What follows belongs to an exercise in optimizing a design on an open flow for small area and a short achievable clock period; a production flow would make more cautious choices. At most, simulation tests tie the RTL to the original design; equivalence was not proved. Only the layout flow was run in run 1; the RTL was not checked for function there. No activity file was given, so power comes from the tool's default toggle rates.

`config.mk`:
```
export PLATFORM = sky130hd
export DESIGN_NAME = ARMS2
export DESIGN_NICKNAME = ARMS2
export VERILOG_FILES = /design/flow/design.v
export SDC_FILE = /design/flow/constraint.sdc
export NUM_CORES = 4
export LEC_CHECK = 0
export CAP_MARGIN = 20
export CORE_MARGIN = 2
export CORE_UTILIZATION = 40
export SLEW_MARGIN = 20
```
`constraint.sdc`:
```
create_clock -name core_clock -period 15.0 [get_ports {clk}]
set_input_delay 3.0000 -clock core_clock [delete_from_list [all_inputs] [get_ports {clk}]]
set_output_delay 3.0000 -clock core_clock [all_outputs]
set_load 0.01 [all_outputs]
```
`design.v`:
```
module ARMS2( clk, ibus, enable, dataFromMuxAfterCache, reset, daddrbus, dataFromProcessorToArbiter, opcode3, iaddrbus);
	input clk;
	input [31:0] ibus;
	input reset;
	input enable;
	input [63:0] dataFromMuxAfterCache;
	output [63:0] dataFromProcessorToArbiter;
	output [63:0] iaddrbus;
	output [10:0] opcode3;
	output [63:0] daddrbus;
	reg [63:2] pc;           
	reg [31:0] ir;           
	reg [63:2] npc;          
	reg [63:0] ex_a;         
	reg [63:0] ex_b;         
	reg [11:0] ex_imm;       
	reg        ex_fill;      
	reg        ex_useimm;    
	reg [1:0]  ex_op;        
	reg        ex_cin;
	reg        ex_sh;        
	reg        ex_lsr;
	reg        ex_movz;
	reg [5:0]  ex_shamt;
	reg [15:0] ex_imm16;
	reg        ex_we;
	reg [4:0]  ex_rd;
	reg        ex_ld, ex_st;
	reg [63:0] mem_d;        
	reg [63:0] mem_sd;       
	reg        mem_we;
	reg [4:0]  mem_rd;
	reg        mem_ld, mem_st;
	reg        wb_we;        
	reg [4:0]  wb_rd;
	reg [15:0] wb_zp;        
	wire [64*32-1:0] rfv;    
	wire [31:0] zf;          
	assign iaddrbus = {pc, 2'b00};
	assign daddrbus = mem_d;
	assign dataFromProcessorToArbiter = mem_sd;
	assign opcode3 = {{5{mem_ld | mem_st}}, 4'b0000, mem_ld, 1'b0};
	wire [10:0] opZ = ir[31:21];
	reg [2:0] S;
	reg Imm, Cin;
	reg [10:0] gop;
	always @(*) begin
		Imm = 1'b0; S = 3'b000; Cin = 1'b0; gop = 11'b0;
		if (opZ[10:5] == 6'b000101) begin S = 3'b010; gop = 11'h0A0; end
		else if (opZ[10:3] == 8'b01010101) begin S = 3'b010; gop = 11'h2A8; end
		else if (opZ[10:3] == 8'b01010110) begin S = 3'b010; gop = 11'h2B0; end
		else if (opZ[10:3] == 8'b01010111) begin S = 3'b010; gop = 11'h2B8; end
		else if (opZ[10:3] == 8'b01011000) begin S = 3'b010; gop = 11'h2C0; end
		else if (opZ[10:3] == 8'b10110101) begin S = 3'b010; gop = 11'h5A8; end
		else if (opZ[10:3] == 8'b10110100) begin S = 3'b010; gop = 11'h5A0; end
		else if ((opZ[4:1] == 4'b0100 || opZ[4:1] == 4'b1000) && opZ[7:5] == 3'b100) begin
			gop = {opZ[10:1], 1'b0};
			case (opZ[10:8])
				3'b100: begin Imm = 1'b1; S = opZ[4] ? 3'b110 : 3'b010; end
				3'b101: begin Imm = 1'b1; S = opZ[4] ? 3'b100 : 3'b010; end
				3'b110: begin Imm = 1'b1; S = opZ[4] ? 3'b000 : 3'b011; Cin = ~opZ[4]; end
				3'b111: begin Imm = 1'b1; S = opZ[4] ? 3'b110 : 3'b011; Cin = ~opZ[4]; end
				default: ;
			endcase
		end
		else if (opZ == 11'h7C2) begin S = 3'b010; gop = opZ; end
		else if (opZ == 11'h7C0) begin S = 3'b010; gop = opZ; end
		else if (opZ[10:2] == 9'b110100101) begin S = 3'b010; Imm = 1'b1; gop = 11'h694; end
		else if (opZ[2:0] == 3'b000 && opZ[6:4] == 3'b101) begin
			gop = opZ;
			case (opZ[10:7])
				4'b1000: S = opZ[3] ? 3'b010 : 3'b110;
				4'b1010: S = opZ[3] ? 3'b010 : 3'b100;
				4'b1100: begin S = opZ[3] ? 3'b011 : 3'b000; Cin = opZ[3]; end
				4'b1110: begin S = opZ[3] ? 3'b011 : 3'b110; Cin = opZ[3]; end
				default: ;
			endcase
		end
		else if (opZ == 11'h69B) begin S = 3'b010; gop = opZ; end
		else if (opZ == 11'h69A) begin S = 3'b010; gop = opZ; end
	end
	wire d_B    = (gop == 11'h0A0);
	wire d_BEQ  = (gop == 11'h2A8);
	wire d_BNE  = (gop == 11'h2B0);
	wire d_BLT  = (gop == 11'h2B8);
	wire d_BGE  = (gop == 11'h2C0);
	wire d_CBZ  = (gop == 11'h5A0);
	wire d_CBNZ = (gop == 11'h5A8);
	wire d_LD   = (gop == 11'h7C2);
	wire d_ST   = (gop == 11'h7C0);
	wire d_MOVZ = (gop == 11'h694);
	wire d_LSL  = (gop == 11'h69B);
	wire d_LSR  = (gop == 11'h69A);
	wire d_we   = ~(d_ST | d_BLT | d_BGE | d_B | d_CBNZ | d_CBZ) & (ir[4:0] != 5'd31);
	wire st_raw = (ir[31:21] == 11'h7C0);
	wire [4:0] ra = ir[9:5];
	wire [4:0] rb = st_raw ? ir[4:0] : ir[20:16];
	wire [4:0] rt = ir[4:0];
	wire [63:0] rdA = rfv[64*ra +: 64];
	wire [63:0] rdB = rfv[64*rb +: 64];
	wire t_zero = (wb_we && wb_rd == rt) ? (&wb_zp) : zf[rt];
	wire [63:0] bop = {ex_useimm ? {52{ex_fill}} : ex_b[63:12], ex_useimm ? ex_imm : ex_b[11:0]};
	wire [63:0] p = ex_a ^ bop;
	wire [65:0] sum2 = {1'b0, ex_a, 1'b1} + {1'b0, bop, ex_cin};
	wire [64:0] sum = sum2[65:1];
	wire c64 = sum[64];
	wire c63 = p[63] ^ sum[63];
	reg  [63:0] alu;
	always @(*) begin
		case (ex_op)
			2'd0: alu = p;
			2'd1: alu = sum[63:0];
			2'd2: alu = ex_a | bop;
			default: alu = ex_a & bop;
		endcase
	end
	wire [63:0] zadd = ~(p ^ {ex_a[62:0] | bop[62:0], ex_cin});
	reg fZ;
	always @(*) begin
		case (ex_op)
			2'd0: fZ = ~|p;
			2'd1: fZ = &zadd;
			2'd2: fZ = ~|(ex_a | bop);
			default: fZ = ~|(ex_a & bop);
		endcase
	end
	wire fN = alu[63];
	wire fV = c64 ^ c63;
	function [63:0] rev64;
		input [63:0] x;
		integer k;
		begin
			for (k = 0; k < 64; k = k + 1) rev64[k] = x[63 - k];
		end
	endfunction
	wire [63:0] sh_in  = ex_movz ? {48'b0, ex_imm16} : (ex_lsr ? rev64(ex_a) : ex_a);
	wire [63:0] sh_l   = sh_in << ex_shamt;
	wire [63:0] sh_out = ex_lsr ? rev64(sh_l) : sh_l;
	wire [63:0] ex_res = ex_sh ? sh_out : alu;
	wire taken = d_B | (d_CBZ & t_zero) | (d_CBNZ & ~t_zero) |
	             (d_BEQ & fZ) | (d_BNE & ~fZ) |
	             (d_BLT & (fN ^ fV)) | (d_BGE & ~(fN ^ fV));
	wire [63:2] boff   = d_B ? {{38{ir[25]}}, ir[25:0]} : {{45{ir[23]}}, ir[23:5]};
	wire [63:2] target = npc + boff;
	wire [63:2] pc4    = pc + 62'd1;
	wire [63:0] wdata = mem_ld ? dataFromMuxAfterCache : mem_d;
	wire        wen   = enable & ~reset & mem_we;
	wire [15:0] wzp;
	assign rfv[64*31 +: 64] = 64'b0;
	assign zf[31] = 1'b1;
	genvar gi;
	generate
		for (gi = 0; gi < 16; gi = gi + 1) begin : g_zp
			assign wzp[gi] = ~|wdata[4*gi+3:4*gi];
		end
		for (gi = 0; gi < 31; gi = gi + 1) begin : g_rf
			reg [63:0] x;
			reg z;
			always @(posedge clk) begin
				if (wen && mem_rd == gi) x <= wdata;
				if (wb_we && wb_rd == gi) z <= &wb_zp;
			end
			assign rfv[64*gi +: 64] = x;
			assign zf[gi] = z;
		end
	endgenerate
	always @(posedge clk) begin
		wb_we <= wen;
		wb_rd <= mem_rd;
		wb_zp <= wzp;
	end
	always @(posedge clk) begin
		if (enable) begin
			pc  <= reset ? 62'b0 : (taken ? target : pc4);
			ir  <= reset ? 32'b0 : ibus;
			npc <= pc4;
			ex_a      <= rdA;
			ex_b      <= rdB ^ {64{S[0] & ~Imm}};
			ex_imm    <= ((d_LD | d_ST) ? {{3{ir[20]}}, ir[20:12]} : ir[21:10]) ^ {12{S[0]}};
			ex_fill   <= ((d_LD | d_ST) & ir[20]) ^ S[0];
			ex_useimm <= Imm | d_LD | d_ST;
			ex_op     <= (S[2:1] == 2'b00) ? 2'd0 : (S[2:1] == 2'b01) ? 2'd1 : (S[2:1] == 2'b10) ? 2'd2 : 2'd3;
			ex_cin    <= Cin;
			ex_sh     <= d_LSL | d_LSR | d_MOVZ;
			ex_lsr    <= d_LSR;
			ex_movz   <= d_MOVZ;
			ex_shamt  <= d_MOVZ ? {ir[22:21], 4'b0} : ir[15:10];
			ex_imm16  <= ir[20:5];
			ex_rd     <= ir[4:0];
			ex_we     <= reset ? 1'b0 : d_we;
			ex_ld     <= reset ? 1'b0 : d_LD;
			ex_st     <= reset ? 1'b0 : d_ST;
			mem_d  <= ex_res;
			mem_sd <= ex_b;
			mem_rd <= ex_rd;
			mem_we <= reset ? 1'b0 : ex_we;
			mem_ld <= reset ? 1'b0 : ex_ld;
			mem_st <= reset ? 1'b0 : ex_st;
		end
	end
endmodule
```
`run.sh`:
```
#!/bin/bash
# synth_recipe.tcl (not shown) runs the flow's synth.tcl, then flattens the netlist and writes it again
# the make line also repeats each setting of config.mk as NAME=value (left out here)
make -C /OpenROAD-flow-scripts/flow DESIGN_CONFIG=/design/flow/config.mk WORK_HOME=/design/flow/orfs CLKGATE_MAP_FILE= SYNTH_SCRIPT=/design/flow/synth_recipe.tcl finish
```
==> flow_summary_export.csv, run 1 <==
group,metric,value,unit
outcome,outcome,"complete, no violations",
flow_run,maxCapViolCount,0,
clock_network,clock_path_buffers,4,
sta,slew_headroom,8.31,%
worst_setup_path,critPathKind,"reg -> reg",
die,die_x,576,µm
finish,fill_cells,29000,
synthesis,synthArstFlopShare,0,%
sta,tightestPinTransition,1.36,ns
placement,dp_hpwl,339000,µm
worst_hold_path,min_path_type,"reg -> reg",
synthesis,netlist-cell-type-count,95,
route,num_vias,98900,
route,via_per_inst,6.46,
synthesis,ys_ff_latch,2507,
finish,drive_gt1_share,14.1,%
power,power_frac_seq,44.0,%
synthesis,synth.top_cell.area_share,57.0,%
synthesis,synth_largest_area_cell,"edfxtp_1",
sta,rsz0062_at_grt,"false",
power,comb_power_share,19.2,%
die,io_pins,302,
synthesis,yosys.cell_count.top_type,"edfxtp_1",
clock_network,clk_pin_slew,0.06,ns
placement,dp.cells,14800,
clock_network,htree_levels,5,
die,core.rowCount,210,
worst_setup_path,worstSetupEndpointType,"register",
sta,setup_viol,0,
route,first_pass_iters,6,
power,ir_drop,0.0939,mV
synthesis,seq_area_frac_synth,57.3,%
route,drt_iter0_drc,16600,
clock_network,clock-sinks,2507,
synthesis,syn_area,131000,µm²
worst_setup_path,crit_path_max_fanout,59,
placement,portBuffers,294,
synthesis,synthCells,10700,
placement,place_congestion,1.02,
route,wl_per_cell,35.1,µm
route,wirelength,537000,µm
finish,syn_to_final_growth,12.7,%
clock_network,cts-root-buf,"clkbuf_16",
clock_network,cts_tree,"yes",
finish,fin_nets,11000,
clock_network,postCtsSetupBuffers,0,
power,power.density,130,nW/µm²
clock_network,ctsHoldBuffers,0,
global_routing,grt_pass1_vias,94400,
route,drc_errors,0,
synthesis,synthFlopType,"edfxtp_1",
worst_setup_path,crit_required,15.74,ns
power,intPower,13400,µW
sta,report.final.slew_viol_count,0,
global_routing,grt_overflow,0,
finish,final-instance-count-excl-fill,15300,
clock_network,cts_resized,0,
global_routing,grt_max_degree,140,
die,die-area,332000,µm²
power,p_switching,5760,µW
die,start_util,40.1,%
synthesis,synthTopCellsByCount,"2485 x edfxtp_1, 2014 x nand2_1, 1072 x a21oi_1",
global_routing,grt_pass1_wl,737000,µm
clock_network,cts_made_buffers,282,
sta,fin_crit,7.41,ns
worst_setup_path,startpoint_type,"register",
synthesis,ys_top_cells_by_area,"edfxtp_1 57%, mux4_2 11%, nand2_1 5.8%",
power,p_clk_share,36.9,%
sta,timing.setup.tns,0,ns
sta,max_freq,135,MHz
synthesis,synth_edf_count,2485,
power,p_leak,0.0508,µW
power,switching_share,30.1,%
sta,clock_skew,0.0756,ns
die,core_area,327000,µm²
route,postRouteAntennaNets,0,
worst_setup_path,r2r-start,"ex_useimm",
synthesis,syn_area_per_cell,12.2,µm²
synthesis,yosysWarningCount,1,
worst_hold_path,hp-start,"ex_rd[0]",
die,die_y,576,µm
clock_network,insertion_delay,0.94,ns
sta,hold_violations,0,
global_routing,antenna_found_initial,56,
worst_setup_path,critPathLaunch,"ex_useimm",
global_routing,grt_usage,31.5,%
worst_setup_path,arrival,8.16,ns
sta,fin_crit_sh,49.4,%
critical path: stages, from the launching register on:
cell and delay (ns):
edfxtp_1 0.92, and2_2 0.57, buf_4 0.59, a21oi_1 0.12
ha_1 0.62, nand4_1 0.25, nor4_1 0.66, nand4_1 0.21
or3_1 0.34, o22a_1 0.27, a211o_1 0.33, a21o_1 0.22
a21oi_2 0.44, nand2_1 0.29, a31o_2 0.29, buf_4 0.32
or4_1 0.59, a21oi_1 0.16
power by group through the flow:
| stage | sequential (µW) | combinational, µW | clock, µW |
|---|---|---|---|
| after floorplan | 8340 | 2140 | 0 |
| after global placement | 8540 | 3560 | 0 |
| after detailed placement | 8550 | 3560 | 0 |
| after CTS | 8400 | 3570 | 7110 |
| after global routing | 8420 | 3840 | 7390 |
| final | 8420 | 3670 | 7060 |
cells by family (layout without fill, tap and decap cells):
kind of cell,count (synthesis),after routing,synth area share [%]
adders and majority gates,195,195,1.87
xor gates and xnor gates,317,317,2.12
DFF,2507,2507,57.3
muxes,1104,1104,14.6
buffers and inverters,1004,1218,3.15
and+or+nand+nor,3501,3501,11.7
other,1,18,0.00286
AOI/OAI and AO/OA,2098,2098,9.22
final cells by class:
| type | count | area, µm² | share of cell area (%) |
|---|---|---|---|
| Multi-Input combinational cell | 7222 | 52200 | 35.4 |
| Timing Repair Buffer | 520 | 4800 | 3.25 |
| Sequential cell | 2507 | 75100 | 50.9 |
| Antenna cell | 11 | 27.5 | 0.0186 |
| Inverter | 196 | 737 | 0.499 |
| Tap cell | 4346 | 5440 | 3.68 |
| Clock inverter | 155 | 1710 | 1.16 |
| Clock buffer | 347 | 7600 | 5.15 |
sequential cells by signal, summed over array words and instances, names as in the netlist, 2 cells and up:
| register | cells |
|---|---|
| ex_a | 64 |
| ex_b | 64 |
| ex_imm | 12 |
| ex_imm16 | 16 |
| ex_op | 2 |
| ex_rd | 5 |
| ex_shamt | 6 |
| g_rf.x | 1984 |
| g_rf.z | 31 |
| ir | 32 |
| mem_d | 64 |
| mem_rd | 5 |
| mem_sd | 64 |
| npc | 62 |
| pc | 62 |
| wb_rd | 5 |
| wb_zp | 16 |
placed cells by master (no fill, tap or decap), drive strengths merged, types with 21 or more instances in the layout:
cell	count
xor2	194
mux4	628
o21bai	31
nor2b	57
dfxtp	22
nand2	2016
buf	228
a32oi	67
xnor2	123
clkinv	110
o21ai	449
nor3	86
and2	26
edfxtp	2485
nor4	191
or3	21
a31oi	82
o211ai	119
ha	193
inv	207
clkdlybuf4s50	292
nand4	154
a21o	85
and3	94
nor2	488
a21oi	1073
nand2b	30
mux2i	298
bufinv	27
nand3	280
mux2	178
clkbuf	347
a211oi	57
layer usage:
layer	track usage (%)	share of wire, %	up-vias	wire (µm)
met3	7.67	13	1199	68300
li1	-	-	40600	-
met5	0	0.036	-	194
met1	43.8	39	49900	209000
met4	13.8	5.1	26	27300
met2	46.7	43	7199	232000
path summary, 6_finish.rpt:
check,end,slack (ns),cells past startpoint
setup reg to reg,pc[7],7.59,17
hold / removal,mem_rd[0],0.42,0
hold reg to reg,mem_rd[0],0.42,0
setup / recovery,pc[7],7.59,17
per-stage QoR:
stage	cell area [µm²]	power, µW	hold WS [ns]	worst slack, ns	utilization (%)
6_report	148000	19200	0.418	7.59	45.2
5_1_grt	148000	19600	0.435	7.48	45.2
4_1_cts	148000	19100	0.417	7.84	45.2
3_5_place_dp	138000	12100	0.409	7.85	42.3
3_3_place_gp	138000	12100	0.403	7.94	42.3
2_1_floorplan	131000	10500	0.346	6.47	-
==> inputs of run 2 (changes only) <==
--- a/design.v
+++ b/design.v
@@ -11,11 +11,10 @@
 	reg [63:2] pc;           
 	reg [31:0] ir;           
 	reg [63:2] npc;          
+	reg [25:0] boff;         
 	reg [63:0] ex_a;         
 	reg [63:0] ex_b;         
-	reg [11:0] ex_imm;       
-	reg        ex_fill;      
-	reg        ex_useimm;    
+	reg [63:0] ex_sd;        
 	reg [1:0]  ex_op;        
 	reg        ex_cin;
 	reg        ex_sh;        
@@ -30,7 +29,7 @@
 	reg [63:0] mem_sd;       
 	reg        mem_we;
 	reg [4:0]  mem_rd;
-	reg        mem_ld, mem_st;
+	reg        mem_ld, mem_ls;   
 	reg        wb_we;        
 	reg [4:0]  wb_rd;
 	reg [15:0] wb_zp;        
@@ -39,7 +38,7 @@
 	assign iaddrbus = {pc, 2'b00};
 	assign daddrbus = mem_d;
 	assign dataFromProcessorToArbiter = mem_sd;
-	assign opcode3 = {{5{mem_ld | mem_st}}, 4'b0000, mem_ld, 1'b0};
+	assign opcode3 = {{5{mem_ls}}, 4'b0000, mem_ld, 1'b0};
 	wire [10:0] opZ = ir[31:21];
 	reg [2:0] S;
 	reg Imm, Cin;
@@ -79,27 +78,34 @@
 		else if (opZ == 11'h69B) begin S = 3'b010; gop = opZ; end
 		else if (opZ == 11'h69A) begin S = 3'b010; gop = opZ; end
 	end
-	wire d_B    = (gop == 11'h0A0);
-	wire d_BEQ  = (gop == 11'h2A8);
-	wire d_BNE  = (gop == 11'h2B0);
-	wire d_BLT  = (gop == 11'h2B8);
-	wire d_BGE  = (gop == 11'h2C0);
-	wire d_CBZ  = (gop == 11'h5A0);
-	wire d_CBNZ = (gop == 11'h5A8);
-	wire d_LD   = (gop == 11'h7C2);
-	wire d_ST   = (gop == 11'h7C0);
-	wire d_MOVZ = (gop == 11'h694);
-	wire d_LSL  = (gop == 11'h69B);
-	wire d_LSR  = (gop == 11'h69A);
+	wire d_B    = (opZ[10:5] == 6'b000101);
+	wire d_BEQ  = (opZ[10:3] == 8'b01010101);
+	wire d_BNE  = (opZ[10:3] == 8'b01010110);
+	wire d_BLT  = (opZ[10:3] == 8'b01010111);
+	wire d_BGE  = (opZ[10:3] == 8'b01011000);
+	wire d_CBZ  = (opZ[10:3] == 8'b10110100);
+	wire d_CBNZ = (opZ[10:3] == 8'b10110101);
+	wire d_LD   = (opZ == 11'h7C2);
+	wire d_ST   = (opZ == 11'h7C0);
+	wire d_MOVZ = (opZ[10:2] == 9'b110100101);
+	wire d_LSL  = (opZ == 11'h69B);
+	wire d_LSR  = (opZ == 11'h69A);
 	wire d_we   = ~(d_ST | d_BLT | d_BGE | d_B | d_CBNZ | d_CBZ) & (ir[4:0] != 5'd31);
-	wire st_raw = (ir[31:21] == 11'h7C0);
 	wire [4:0] ra = ir[9:5];
-	wire [4:0] rb = st_raw ? ir[4:0] : ir[20:16];
+	wire [4:0] rb = d_ST ? ir[4:0] : ir[20:16];
 	wire [4:0] rt = ir[4:0];
-	wire [63:0] rdA = rfv[64*ra +: 64];
-	wire [63:0] rdB = rfv[64*rb +: 64];
+	reg [63:0] rdA, rdB;
+	integer k;
+	always @(*) begin
+		rdA = 64'b0;
+		rdB = 64'b0;
+		for (k = 0; k < 31; k = k + 1) begin
+			rdA = rdA | ({64{ra == k}} & rfv[64*k +: 64]);
+			rdB = rdB | ({64{rb == k}} & rfv[64*k +: 64]);
+		end
+	end
 	wire t_zero = (wb_we && wb_rd == rt) ? (&wb_zp) : zf[rt];
-	wire [63:0] bop = {ex_useimm ? {52{ex_fill}} : ex_b[63:12], ex_useimm ? ex_imm : ex_b[11:0]};
+	wire [63:0] bop = ex_b;
 	wire [63:0] p = ex_a ^ bop;
 	wire [65:0] sum2 = {1'b0, ex_a, 1'b1} + {1'b0, bop, ex_cin};
 	wire [64:0] sum = sum2[65:1];
@@ -124,8 +130,7 @@
 			default: fZ = ~|(ex_a & bop);
 		endcase
 	end
-	wire fN = alu[63];
-	wire fV = c64 ^ c63;
+	wire fLT = (ex_op == 2'd1) ? (p[63] ^ c64) : (alu[63] ^ c64 ^ c63);
 	function [63:0] rev64;
 		input [63:0] x;
 		integer k;
@@ -139,9 +144,8 @@
 	wire [63:0] ex_res = ex_sh ? sh_out : alu;
 	wire taken = d_B | (d_CBZ & t_zero) | (d_CBNZ & ~t_zero) |
 	             (d_BEQ & fZ) | (d_BNE & ~fZ) |
-	             (d_BLT & (fN ^ fV)) | (d_BGE & ~(fN ^ fV));
-	wire [63:2] boff   = d_B ? {{38{ir[25]}}, ir[25:0]} : {{45{ir[23]}}, ir[23:5]};
-	wire [63:2] target = npc + boff;
+	             (d_BLT & fLT) | (d_BGE & ~fLT);
+	wire [63:2] target = npc + {{36{boff[25]}}, boff};
 	wire [63:2] pc4    = pc + 62'd1;
 	wire [63:0] wdata = mem_ld ? dataFromMuxAfterCache : mem_d;
 	wire        wen   = enable & ~reset & mem_we;
@@ -174,11 +178,10 @@
 			pc  <= reset ? 62'b0 : (taken ? target : pc4);
 			ir  <= reset ? 32'b0 : ibus;
 			npc <= pc4;
+			boff <= (ibus[31:26] == 6'b000101) ? ibus[25:0] : {{7{ibus[23]}}, ibus[23:5]};
 			ex_a      <= rdA;
-			ex_b      <= rdB ^ {64{S[0] & ~Imm}};
-			ex_imm    <= ((d_LD | d_ST) ? {{3{ir[20]}}, ir[20:12]} : ir[21:10]) ^ {12{S[0]}};
-			ex_fill   <= ((d_LD | d_ST) & ir[20]) ^ S[0];
-			ex_useimm <= Imm | d_LD | d_ST;
+			ex_b      <= ((d_LD | d_ST) ? {{55{ir[20]}}, ir[20:12]} : Imm ? {52'b0, ir[21:10]} : rdB) ^ {64{S[0]}};
+			ex_sd     <= rdB;
 			ex_op     <= (S[2:1] == 2'b00) ? 2'd0 : (S[2:1] == 2'b01) ? 2'd1 : (S[2:1] == 2'b10) ? 2'd2 : 2'd3;
 			ex_cin    <= Cin;
 			ex_sh     <= d_LSL | d_LSR | d_MOVZ;
@@ -191,11 +194,11 @@
 			ex_ld     <= reset ? 1'b0 : d_LD;
 			ex_st     <= reset ? 1'b0 : d_ST;
 			mem_d  <= ex_res;
-			mem_sd <= ex_b;
+			mem_sd <= ex_sd;
 			mem_rd <= ex_rd;
 			mem_we <= reset ? 1'b0 : ex_we;
 			mem_ld <= reset ? 1'b0 : ex_ld;
-			mem_st <= reset ? 1'b0 : ex_st;
+			mem_ls <= reset ? 1'b0 : (ex_ld | ex_st);
 		end
 	end
 endmodule
==> flow/run.sh (new file) <==
#!/bin/bash
# Standard layout, but with repair_timing asked for extra setup margin so that the
# optimiser works towards a shorter period than the 15 ns clock needs.
set -euo pipefail
bash standard.sh synth > synth.log 2>&1
bash standard.sh SETUP_SLACK_MARGIN=10.5 finish > layout.log 2>&1
==> standard.sh (new file) <==
#!/bin/bash
# synth_recipe.tcl (not shown) runs the flow's synth.tcl, then flattens the netlist and writes it again
# the make line also repeats each setting of config.mk as NAME=value (left out here)
make -C /OpenROAD-flow-scripts/flow DESIGN_CONFIG=/design/flow/config.mk WORK_HOME=/design/flow/orfs CLKGATE_MAP_FILE= SYNTH_SCRIPT=/design/flow/synth_recipe.tcl "${@:-finish}"
removed: run.sh
==> flow_summary_export.csv, run 2 <==
group,metric,value,unit
placement,place_congestion,1.04,
worst_hold_path,min_path_type,"reg -> reg",
finish,fill_cells,26400,
flow_run,maxCapViolCount,0,
placement,portBuffers,294,
route,via_per_inst,7.66,
global_routing,grt_pass1_vias,96900,
global_routing,grt_overflow,0,
die,core_area,306000,µm²
finish,final_common_cell,"edfxtp_1",
finish,largest_reg_flops,1984,
finish,drive_gt1_share,19.5,%
sta,rsz0062_at_grt,"true",
sta,report.final.slew_viol_count,0,
sta,setup_viol,0,
sta,fin_crit_sh,32.1,%
die,die_x,559,µm
finish,finish.instance_area,147000,µm²
synthesis,synthTopCellsByCount,"2561 x edfxtp_1, 1168 x a22oi_1, 437 x clkbuf_1",
clock_network,htree_levels,5,
placement,dpl-instance-area,131000,µm²
synthesis,synth_edf_count,2561,
finish,fin_nets,9991,
placement,dp_hpwl,374000,µm
sta,tightestPinTransition,1.44,ns
clock_network,clock-sinks,2583,
worst_setup_path,cp_slowest_cell,"buf_4",
worst_setup_path,startpoint_type,"register",
die,die_y,559,µm
finish,top_register,"g_rf.x",
finish,layout_common_cells,"2561 x edfxtp_1, 1163 x a22oi_1, 409 x buf_4",
synthesis,yosys.cell_count.top_type,"edfxtp_1",
clock_network,insertion_delay,0.92,ns
worst_setup_path,arrival,5.40,ns
global_routing,grt_pass1_wl,861000,µm
die,die-area,313000,µm²
synthesis,syn_area,123000,µm²
clock_network,cts_made_buffers,282,
synthesis,synth.top_cell.area_share,62.3,%
route,wirelength,678000,µm
global_routing,grt_usage,40.2,%
power,power.density,137,nW/µm²
placement,dp.cells,13100,
synthesis,synthArstFlopShare,0,%
route,first_pass_iters,14,
synthesis,netlist-cell-type-count,97,
worst_setup_path,critPathKind,"reg -> reg",
outcome,outcome,"complete, no violations",
route,postRouteAntennaNets,0,
synthesis,yosysWarningCount,1,
sta,timing.setup.tns,0,ns
route,drt_iter0_drc,27000,
clock_network,cts-root-buf,"clkbuf_16",
worst_setup_path,crit_path_max_fanout,32,
global_routing,grt_max_degree,165,
sta,fin_crit,4.82,ns
finish,final-instance-count-excl-fill,14100,
clock_network,clk_pin_slew,0.07,ns
clock_network,cts_tree,"yes",
route,drc_errors,0,
worst_setup_path,worstSetupEndpointType,"register",
synthesis,synthCells,9133,
worst_setup_path,crit_buf_inv,2,
synthesis,synth_largest_area_cell,"edfxtp_1",
worst_setup_path,cp_cell_sequence,"nand2b_1 > nor2_4 > buf_4 > buf_4 > a22oi_1 > nand3_1 > or4_1",
sta,hold_ws,0.410,ns
sta,max_freq,207,MHz
global_routing,antenna_found_initial,95,
worst_setup_path,path_delay_family,"simple AND/OR/NAND/NOR gates",
clock_network,clock_path_buffers,4,
synthesis,ys_top_cells_by_area,"edfxtp_1 62%, a22oi_1 7.1%, a22o_1 2.2%",
power,p_leak,0.0495,µW
synthesis,seq_area_frac_synth,62.7,%
worst_setup_path,cpPeakStageDelay,0.92,ns
sta,clock_skew,0.0710,ns
worst_setup_path,path_common_cell,"buf_4",
sta,hold_violations,0,
power,ir_drop,0.0922,mV
synthesis,synthFlopType,"edfxtp_1",
route,num_vias,108000,
route,wl_per_cell,48.1,µm
finish,syn_to_final_growth,19.2,%
worst_setup_path,crit_required,15.57,ns
die,start_util,40.3,%
synthesis,syn_area_per_cell,13.5,µm²
synthesis,ys_ff_latch,2583,
sta,slew_headroom,3.79,%
die,core.rowCount,203,
die,io_pins,302,
## run 2: changes by cell type after synthesis, moves of 143 or more
cell and change:
nand2_1 -1669, a22o_1 +312, nor2_1 -143, a21oi_1 -754, mux4_2 -550, a22oi_1 +1162, a221oi_1 +301, o21ai_0 -242
## run 2: logic make-up after synthesis
kind of cell	after synthesis	synth area share (%)
AOI/OAI and AO/OA	2869	17.4
DFF	2583	62.7
and+or+nand+nor	1907	8.38
buffers and inverters	873	3.11
muxes	413	4.35
xor gates and xnor gates	295	2.09
adders and majority gates	192	1.96
other	1	0.00304
## run 2: repair_timing
| item | in CTS | in global routing |
|---|---|---|
| setup endpoints to repair | 1900 | 788 |
| buffers inserted | 163 | 185 |
| hold buffers | 0 | 0 |
| gates cloned | 25 | 39 |
| resized for setup | 1188 | 269 |
| pin swaps | 54 | 113 |
## run 2: metrics by stage
stage	total power, µW	setup slack, ns	utilization (%)
3_3_place_gp	12400	8.11	42.9
6_report	20100	10.18	48.0
2_1_floorplan	10600	9.27	-
5_1_grt	20400	10.32	48.0
3_5_place_dp	12400	8.33	42.9
4_1_cts	19600	10.27	46.8
## run 2: final cells by class
cell class / instances / area, µm² / area share (%)
timing repair buffer: 957 / 10000 / 6.80
clock buffer: 347 / 7580 / 5.15
inverter: 191 / 722 / 0.491
multi-input combinational: 5685 / 44600 / 30.3
sequential: 2583 / 77300 / 52.6
antenna: 103 / 258 / 0.175
clock inverter: 147 / 1490 / 1.01
tap: 4100 / 5130 / 3.49
## run 2: final timing paths
kind              from         end  slack (ns)  cells past startpoint
min reg2reg  ex_sd[31]  mem_sd[31]        0.41                      0
max reg2reg      ir[6]    ex_a[31]       10.18                      7
max              ir[6]    ex_a[31]       10.18                      7
min          ex_sd[31]  mem_sd[31]        0.41                      0
## run 2: layer usage
| metal | vias to the layer above | GRT usage (%) | wire length [µm] |
|---|---|---|---|
| met1 | 52500 | 48.1 | 220000 |
| met4 | 81 | 27.8 | 69500 |
| met2 | 12800 | 56.0 | 266000 |
| met3 | 3959 | 20.0 | 122000 |
| met5 | - | 0.991 | 2000 |
| li1 | 38800 | - | - |
## run 2: where the power goes
part	leakage [µW]	internal (µW)	switching (µW)
combinational	0.0213	1410	2980
clock	0.00442	4050	3080
sequential	0.0237	8410	175
total	0.0495	13900	6230
==> inputs of run 3 (changes only) <==
--- a/design.v
+++ b/design.v
@@ -38,7 +38,7 @@
 	assign iaddrbus = {pc, 2'b00};
 	assign daddrbus = mem_d;
 	assign dataFromProcessorToArbiter = mem_sd;
-	assign opcode3 = {{5{mem_ls}}, 4'b0000, mem_ld, 1'b0};
+	assign opcode3 = {mem_ls, 4'b1111, 4'b0000, mem_ld, 1'b0};   
 	wire [10:0] opZ = ir[31:21];
 	reg [2:0] S;
 	reg Imm, Cin;
==> flow_summary_export.csv, run 3 <==
group,metric,value,unit
clock_network,clk_pin_slew,0.06,ns
sta,hold_violations,0,
sta,timing.setup.tns,0,ns
global_routing,grt_overflow,0,
worst_setup_path,arrival,5.50,ns
route,drt_iter0_drc,27600,
sta,report.final.slew_viol_count,0,
clock_network,clock_path_buffers,4,
synthesis,synthCells,9134,
synthesis,syn_area_per_cell,13.5,µm²
synthesis,ys_top_cells_by_area,"edfxtp_1 62%, a22oi_1 7.1%, a22o_1 2.2%",
sta,fin_crit_sh,32.3,%
worst_setup_path,cpPeakStageDelay,0.71,ns
clock_network,cts-root-buf,"clkbuf_16",
clock_network,cts_tree,"yes",
synthesis,synth_largest_area_cell,"edfxtp_1",
power,p_clk_share,35.5,%
power,power_frac_seq,42.8,%
clock_network,htree_levels,5,
placement,place_congestion,1.05,
die,core.rowCount,203,
worst_hold_path,min_path_type,"reg -> reg",
power,power,20100,µW
synthesis,synth.top_cell.area_share,62.3,%
route,wirelength,675000,µm
finish,drive_gt1_share,19.2,%
die,core_area,306000,µm²
global_routing,grt_pass1_wl,851000,µm
worst_hold_path,holdPathStages,0,
worst_setup_path,worstSetupEndpointType,"register",
die,die_x,559,µm
route,via_per_inst,7.71,
finish,final_common_cell,"edfxtp_1",
clock_network,clock-sinks,2583,
synthesis,synthArstFlopShare,0,%
worst_setup_path,startpoint_type,"register",
finish,fin_nets,9974,
sta,tightestPinTransition,1.27,ns
power,p_switching,6210,µW
worst_setup_path,crit_buf_inv,6,
placement,pre_cts_ws,8.14,ns
synthesis,synth_edf_count,2561,
power,comb_power_share,21.7,%
worst_setup_path,crit_path_max_fanout,33,
synthesis,synthTopCellsByCount,"2561 x edfxtp_1, 1168 x a22oi_1, 437 x clkbuf_1",
synthesis,ys_ff_latch,2583,
sta,slew_headroom,15.4,%
sta,clock_skew,0.0929,ns
route,num_vias,109000,
sta,hold_ws,0.412,ns
finish,fill_cells,26300,
synthesis,netlist-cell-type-count,97,
finish,syn_to_final_growth,19.8,%
die,io_pins,302,
worst_hold_path,hold_path_end,"mem_sd[36]",
worst_setup_path,reg2reg_to,"ex_b[54]",
synthesis,seq_area_frac_synth,62.7,%
power,power.density,136,nW/µm²
sta,max_freq,206,MHz
finish,largest_reg_flops,1984,
die,die_y,559,µm
flow_run,maxCapViolCount,0,
outcome,outcome,"complete, no violations",
worst_setup_path,path_common_cell,"buf_12",
worst_setup_path,reg2reg_depth,15,
worst_setup_path,worst-r2r-setup-slack,10.16,ns
route,postRouteAntennaNets,0,
global_routing,antenna_found_initial,95,
sta,fin_crit,4.84,ns
placement,dp_hpwl,366000,µm
worst_setup_path,critPathKind,"reg -> reg",
synthesis,syn_area,123000,µm²
worst_setup_path,crit_required,15.66,ns
clock_network,insertion_delay,0.95,ns
power,p_leak,0.0495,µW
power,switching_share,30.9,%
synthesis,yosys.cell_count.top_type,"edfxtp_1",
finish,finish.instance_area,148000,µm²
power,intPower,13900,µW
sta,setup_viol,0,
synthesis,yosysWarningCount,1,
global_routing,grt_pass1_vias,96000,
finish,top_register,"g_rf.x",
worst_setup_path,r2r-start,"ir[26]",
route,first_pass_iters,14,
worst_setup_path,cp_slowest_cell,"buf_6",
die,die-area,313000,µm²
placement,dpl-instance-area,131000,µm²
placement,portBuffers,290,
worst_setup_path,cp_cell_sequence,"or3_4 > nor4_4 > buf_12 > buf_4 > buf_4 > mux2_8 > buf_12 > nor4_4 > buf_12 > buf_6 > a22oi_1 > nand4_1 > or3_4 > a21oi_1 > xnor2_1",
clock_network,cts_made_buffers,279,
route,wl_per_cell,47.8,µm
sta,rsz0062_at_grt,"true",
worst_hold_path,hp-start,"ex_sd[36]",
clock_network,ctsHoldBuffers,0,
power,ir_drop,0.0903,mV
global_routing,grt_max_degree,118,
die,start_util,40.3,%
finish,layout_common_cells,"2561 x edfxtp_1, 1162 x a22oi_1, 369 x nand3_1",
sta,fin_ws,10.16,ns
route,drc_errors,0,
worst_setup_path,path_delay_family,"buffers and inverters",
global_routing,grt_usage,39.7,%
synthesis,synthFlopType,"edfxtp_1",
run 3: cell types whose count changed after synthesis:
cell,delta
conb_1,+1
run 3: how the worst max path moves through the flow:
stage | startpoint | endpoint | slack [ns] | cells after the start
after floorplan | reset | g_rf[1].x[0] | 9.27 | 3
after global placement | enable | g_rf[0].x[33] | 8.20 | 7
after detailed placement | enable | g_rf[0].x[33] | 8.14 | 7
after CTS | mem_ld | opcode3[1] | 10.39 | 2
after global routing | ir[26] | ex_b[4] | 10.27 | 16
final | ir[26] | ex_b[54] | 10.16 | 15
run 3: worst reg2reg max path, cell delays in order (launching register included):
cell and delay, ns:
edfxtp_1 0.44, or3_4 0.41, nor4_4 0.34, buf_12 0.18
buf_4 0.14, buf_4 0.11, mux2_8 0.39, buf_12 0.17
nor4_4 0.26, buf_12 0.19, buf_6 0.72, a22oi_1 0.26
nand4_1 0.18, or3_4 0.28, a21oi_1 0.14, xnor2_1 0.42
run 3: metrics by stage:
step	cells	util, %
2_1_floorplan	9143	-
3_3_place_gp	13100	42.9
3_5_place_dp	13100	42.9
4_1_cts	13800	46.9
5_1_grt	14000	48.2
6_report	14100	48.3
run 3: repair_timing:
action / in CTS / in global routing
gates cloned: 22 / 39
setup buffers: 156 / 183
endpoints found under the setup margin: 2457 / 514
pin swaps: 38 / 122
resized for setup: 1136 / 345
run 3: cell families (layout without fill, tap and decap cells):
logic type	after synthesis	after routing	synth area share, %
AOI/OAI and AO/OA	2869	2869	17.4
DFF	2583	2583	62.7
and+or+nand+nor	1907	1909	8.38
buffers and inverters	873	1620	3.11
muxes	413	413	4.35
xor gates and xnor gates	295	295	2.09
adders and majority gates	192	192	1.96
other	2	137	0.00609
run 3: per-layer routing:
| metal | vias up | part of all wire (%) | wire length [µm] | track usage (%) |
|---|---|---|---|---|
| met1 | 52400 | 32 | 218000 | 48.1 |
| met3 | 4156 | 18 | 123000 | 18.8 |
| met4 | 54 | 11 | 71900 | 29.1 |
| met5 | - | 0.23 | 1530 | 0.838 |
| li1 | 38800 | - | - | - |
| met2 | 13400 | 39 | 261000 | 54.6 |
run 3: final cells by class:
class / instances / area [µm²] / area share, %
flip-flops and latches: 2583 / 77300 / 52.3
multi-input cells: 5689 / 44800 / 30.3
repair buffers: 939 / 10500 / 7.07
clock buffers: 339 / 7270 / 4.92
well taps: 4100 / 5130 / 3.47
clock inverters: 151 / 1770 / 1.20
inverters: 191 / 722 / 0.488
diodes: 126 / 315 / 0.213
run 3: power groups by stage:
| stage | Combinational (µW) | Clock, µW | Sequential, µW |
|---|---|---|---|
| finish | 4370 | 7130 | 8600 |
| global route | 4390 | 7350 | 8610 |
| CTS | 3830 | 7060 | 8600 |
| detailed placement | 3580 | 0 | 8780 |
| global placement | 3570 | 0 | 8770 |
| floorplan | 1900 | 0 | 8710 |
==> inputs of run 4 (changes only) <==
--- a/design.v
+++ b/design.v
@@ -11,6 +11,7 @@
 	reg [63:2] pc;           
 	reg [31:0] ir;           
 	reg [63:2] npc;          
+	reg [30:0] selA, selB;   
 	reg [25:0] boff;         
 	reg [63:0] ex_a;         
 	reg [63:0] ex_b;         
@@ -91,8 +92,8 @@
 	wire d_LSL  = (opZ == 11'h69B);
 	wire d_LSR  = (opZ == 11'h69A);
 	wire d_we   = ~(d_ST | d_BLT | d_BGE | d_B | d_CBNZ | d_CBZ) & (ir[4:0] != 5'd31);
-	wire [4:0] ra = ir[9:5];
-	wire [4:0] rb = d_ST ? ir[4:0] : ir[20:16];
+	wire [4:0] ra_if = ibus[9:5];
+	wire [4:0] rb_if = (ibus[31:21] == 11'h7C0) ? ibus[4:0] : ibus[20:16];
 	wire [4:0] rt = ir[4:0];
 	reg [63:0] rdA, rdB;
 	integer k;
@@ -100,8 +101,8 @@
 		rdA = 64'b0;
 		rdB = 64'b0;
 		for (k = 0; k < 31; k = k + 1) begin
-			rdA = rdA | ({64{ra == k}} & rfv[64*k +: 64]);
-			rdB = rdB | ({64{rb == k}} & rfv[64*k +: 64]);
+			rdA = rdA | ({64{selA[k]}} & rfv[64*k +: 64]);
+			rdB = rdB | ({64{selB[k]}} & rfv[64*k +: 64]);
 		end
 	end
 	wire t_zero = (wb_we && wb_rd == rt) ? (&wb_zp) : zf[rt];
@@ -156,6 +157,14 @@
 	generate
 		for (gi = 0; gi < 16; gi = gi + 1) begin : g_zp
 			assign wzp[gi] = ~|wdata[4*gi+3:4*gi];
+		end
+		for (gi = 0; gi < 31; gi = gi + 1) begin : g_sel
+			always @(posedge clk) begin
+				if (enable) begin
+					selA[gi] <= reset ? (gi == 0) : (ra_if == gi);
+					selB[gi] <= reset ? (gi == 0) : (rb_if == gi);
+				end
+			end
 		end
 		for (gi = 0; gi < 31; gi = gi + 1) begin : g_rf
 			reg [63:0] x;
==> flow_summary_export.csv, run 4 <==
group,metric,value,unit
clock_network,insertion_delay,0.96,ns
placement,place_congestion,1.03,
finish,final_common_cell,"edfxtp_1",
sta,fin_crit,4.99,ns
sta,clock_skew,0.105,ns
power,p_leak,0.0480,µW
sta,hold_violations,0,
outcome,outcome,"complete, no violations",
finish,final-instance-count-excl-fill,14100,
synthesis,synth_edf_count,2623,
sta,max_freq,200,MHz
synthesis,synthCells,9313,
synthesis,netlist-cell-type-count,86,
sta,fin_ws,10.01,ns
global_routing,grt_max_degree,100,
global_routing,grt_overflow,0,
route,first_pass_iters,14,
die,die-area,314000,µm²
placement,pre_cts_ws,7.87,ns
synthesis,ys_top_cells_by_area,"edfxtp_1 64%, a22oi_1 7.7%, nand3_1 2.0%",
die,start_util,40.1,%
synthesis,synthArstFlopShare,0,%
route,postRouteAntennaNets,0,
route,drc_errors,0,
global_routing,antenna_found_initial,90,
worst_hold_path,min_path_type,"reg -> reg",
synthesis,synth_simple_gate_area_share,7.95,%
global_routing,grt_pass1_vias,97400,
clock_network,cts_tree,"yes",
route,num_vias,106000,
synthesis,synth_adder_area_share,1.95,%
placement,dp_hpwl,351000,µm
global_routing,grt_pass1_wl,840000,µm
finish,largest_reg_flops,1984,
die,core_area,308000,µm²
sta,report.final.slew_viol_count,0,
worst_setup_path,critPathKind,"reg -> reg",
synthesis,syn_area_per_cell,13.3,µm²
worst_setup_path,arrival,5.58,ns
clock_network,ctsHoldBuffers,0,
worst_setup_path,worstSetupEndpointType,"register",
placement,dp.cells,13200,
worst_setup_path,crit_required,15.59,ns
finish,fin_nets,9925,
synthesis,synth-xor-area-share,2.16,%
clock_network,clock_path_buffers,4,
sta,rsz0062_at_grt,"true",
synthesis,syn_area,124000,µm²
synthesis,synth_top_family_by_area,"compound AO/OA/AOI/OAI gates",
clock_network,cts_made_buffers,289,
worst_setup_path,startpoint_type,"register",
flow_run,maxCapViolCount,0,
finish,syn_to_final_growth,17.9,%
die,die_y,560,µm
power,ir_drop,0.0833,mV
sta,slew_headroom,12.2,%
route,via_per_inst,7.50,
clock_network,clk_pin_slew,0.06,ns
finish,drive_gt1_share,16.3,%
die,io_pins,302,
finish,top_register,"g_rf.x",
route,drt_iter0_drc,25700,
finish,layout_common_cells,"2623 x edfxtp_1, 1276 x a22oi_1, 453 x nand3_1",
global_routing,grt_usage,38.9,%
placement,portBuffers,290,
clock_network,htree_levels,5,
synthesis,synthTopCellsByCount,"2623 x edfxtp_1, 1276 x a22oi_1, 539 x clkbuf_1",
synthesis,ys_ff_latch,2645,
die,core.rowCount,204,
sta,setup_viol,0,
sta,fin_crit_sh,33.3,%
route,wl_per_cell,45.3,µm
power,power.density,125,nW/µm²
synthesis,synth.top_cell.area_share,63.7,%
synthesis,seq_area_frac_synth,64.0,%
clock_network,clock-sinks,2645,
synthesis,yosysWarningCount,1,
synthesis,synthMuxAreaShare,3.39,%
synthesis,yosys.cell_count.top_type,"edfxtp_1",
clock_network,cts-root-buf,"clkbuf_16",
synthesis,synthFlopType,"edfxtp_1",
route,wirelength,638000,µm
die,die_x,560,µm
sta,timing.setup.tns,0,ns
synthesis,synth_compound_area_share,17.6,%
worst_setup_path,crit_path_max_fanout,7,
synthesis,synth_largest_area_cell,"edfxtp_1",
sta,tightestPinTransition,1.32,ns
## run 4: cell types whose count changed after synthesis, sizes merged, moves of 53 or more
cell,delta
a21oi,+53
a22o,-54
a22oi,+108
clkbuf,+101
edfxtp,+62
nand3,+112
nor2,+67
o21ai,+59
## run 4: final timing paths
kind                            startpoint          end  slack (ns)  cells after the start
worst max-delay path              ex_a[22]        pc[9]       10.01                     14
worst min-delay path                 ir[6]  ex_imm16[1]        0.41                      0
worst max register to register    ex_a[22]        pc[9]       10.01                     14
worst min register to register       ir[6]  ex_imm16[1]        0.41                      0
## run 4: power by group
part | switching, µW | total, µW | internal [µW] | leakage, µW
Clock | 3160 | 7510 | 4350 | 0.00475
Sequential | 90.3 | 8410 | 8320 | 0.0237
Combinational | 1630 | 2270 | 644 | 0.0196
## run 4: logic make-up (layout without fill, tap and decap cells)
logic type | Yosys count | in the layout
DFF | 2645 | 2645
and+or+nand+nor | 1929 | 1930
xor gates and xnor gates | 305 | 305
adders and majority gates | 192 | 192
other | 2 | 117
AOI/OAI and AO/OA | 2971 | 2973
muxes | 334 | 334
buffers and inverters | 935 | 1474
## run 4: what timing repair did
| item | in CTS | in global routing |
|---|---|---|
| hold endpoints to repair | 0 | 0 |
| pin swaps | 81 | 42 |
| buffers inserted | 173 | 49 |
| endpoints found under the setup margin | 2174 | 643 |
| gates cloned | 21 | 7 |
| gates resized for setup | 1186 | 155 |
## run 4: worst max-delay path, cell delays in order (launching register included)
cell      delay [ns]
edfxtp_1        0.48
ha_1            0.35
nor4_1          0.73
nand4_1         0.50
nor4_1          0.42
nor3_1          0.12
o41ai_2         0.06
buf_4           0.28
mux2i_2         0.28
o32ai_2         0.18
or4_4           0.72
buf_12          0.19
buf_16          0.15
nand3_2         0.07
a21oi_1         0.06
## run 4: layout make-up
cell class | instances | area (µm²)
fillers | 27200 | 163000
clock buffers | 327 | 7550
inverters | 188 | 711
flip-flops and latches | 2645 | 79200
diodes | 106 | 265
multi-input cells | 5745 | 43000
repair buffers | 765 | 7640
clock inverters | 194 | 2240
well taps | 4120 | 5150
## run 4: through the flow
stage / power [µW] / cell area [µm²] / hold WS, ns / util (%)
floorplan: 9520 / 124000 / 0.346 / -
global placement: 10500 / 132000 / 0.401 / 42.7
detailed placement: 10500 / 132000 / 0.405 / 42.7
CTS: 18000 / 144000 / 0.419 / 46.8
global route: 18400 / 146000 / 0.427 / 47.2
finish: 18200 / 146000 / 0.413 / 47.3
## run 4: per-layer routing
layer  global-route usage [%]  up-vias  share of wire, %
met3                     16.5     3221                17
met5                   0.0915        -             0.089
met1                     49.0    51800                34
li1                         -    38800                 -
met4                     26.3       52               9.1
met2                     54.0    11900                40

==> afterwards: timing with drivers on the ports <==
The results above use ideal ports. As a check the final layouts listed here were re-extracted and re-timed, cells and wires unchanged.
Step 1, drivers: a clkbuf_16 drives clk and a buf_2 each remaining input, both assumed.
Step 2, shift: input delay + t, output delay - t, t = (earliest + latest rising clock arrival at the registers) / 2. This alone moves slack from input paths to output paths.
Three values: ideal ports, drivers, drivers and shift; two values: the first two.
run	shift t [ns]	setup slack, ns	cell pins on the clock port's net
run 1	1.016	7.587 / 7.587 / 7.587	1
run 2	0.998	10.178 / 10.178 / 9.455	1
run 3	1.002	10.155 / 10.155 / 9.288	1
run 4	1.018	10.010 / 10.010 / 9.287	1
After both steps setup and hold are still met in every run listed. For run 3, which loses most, drivers alone change the setup slack by 0.000 ns; drivers and shift together by -0.867 ns.
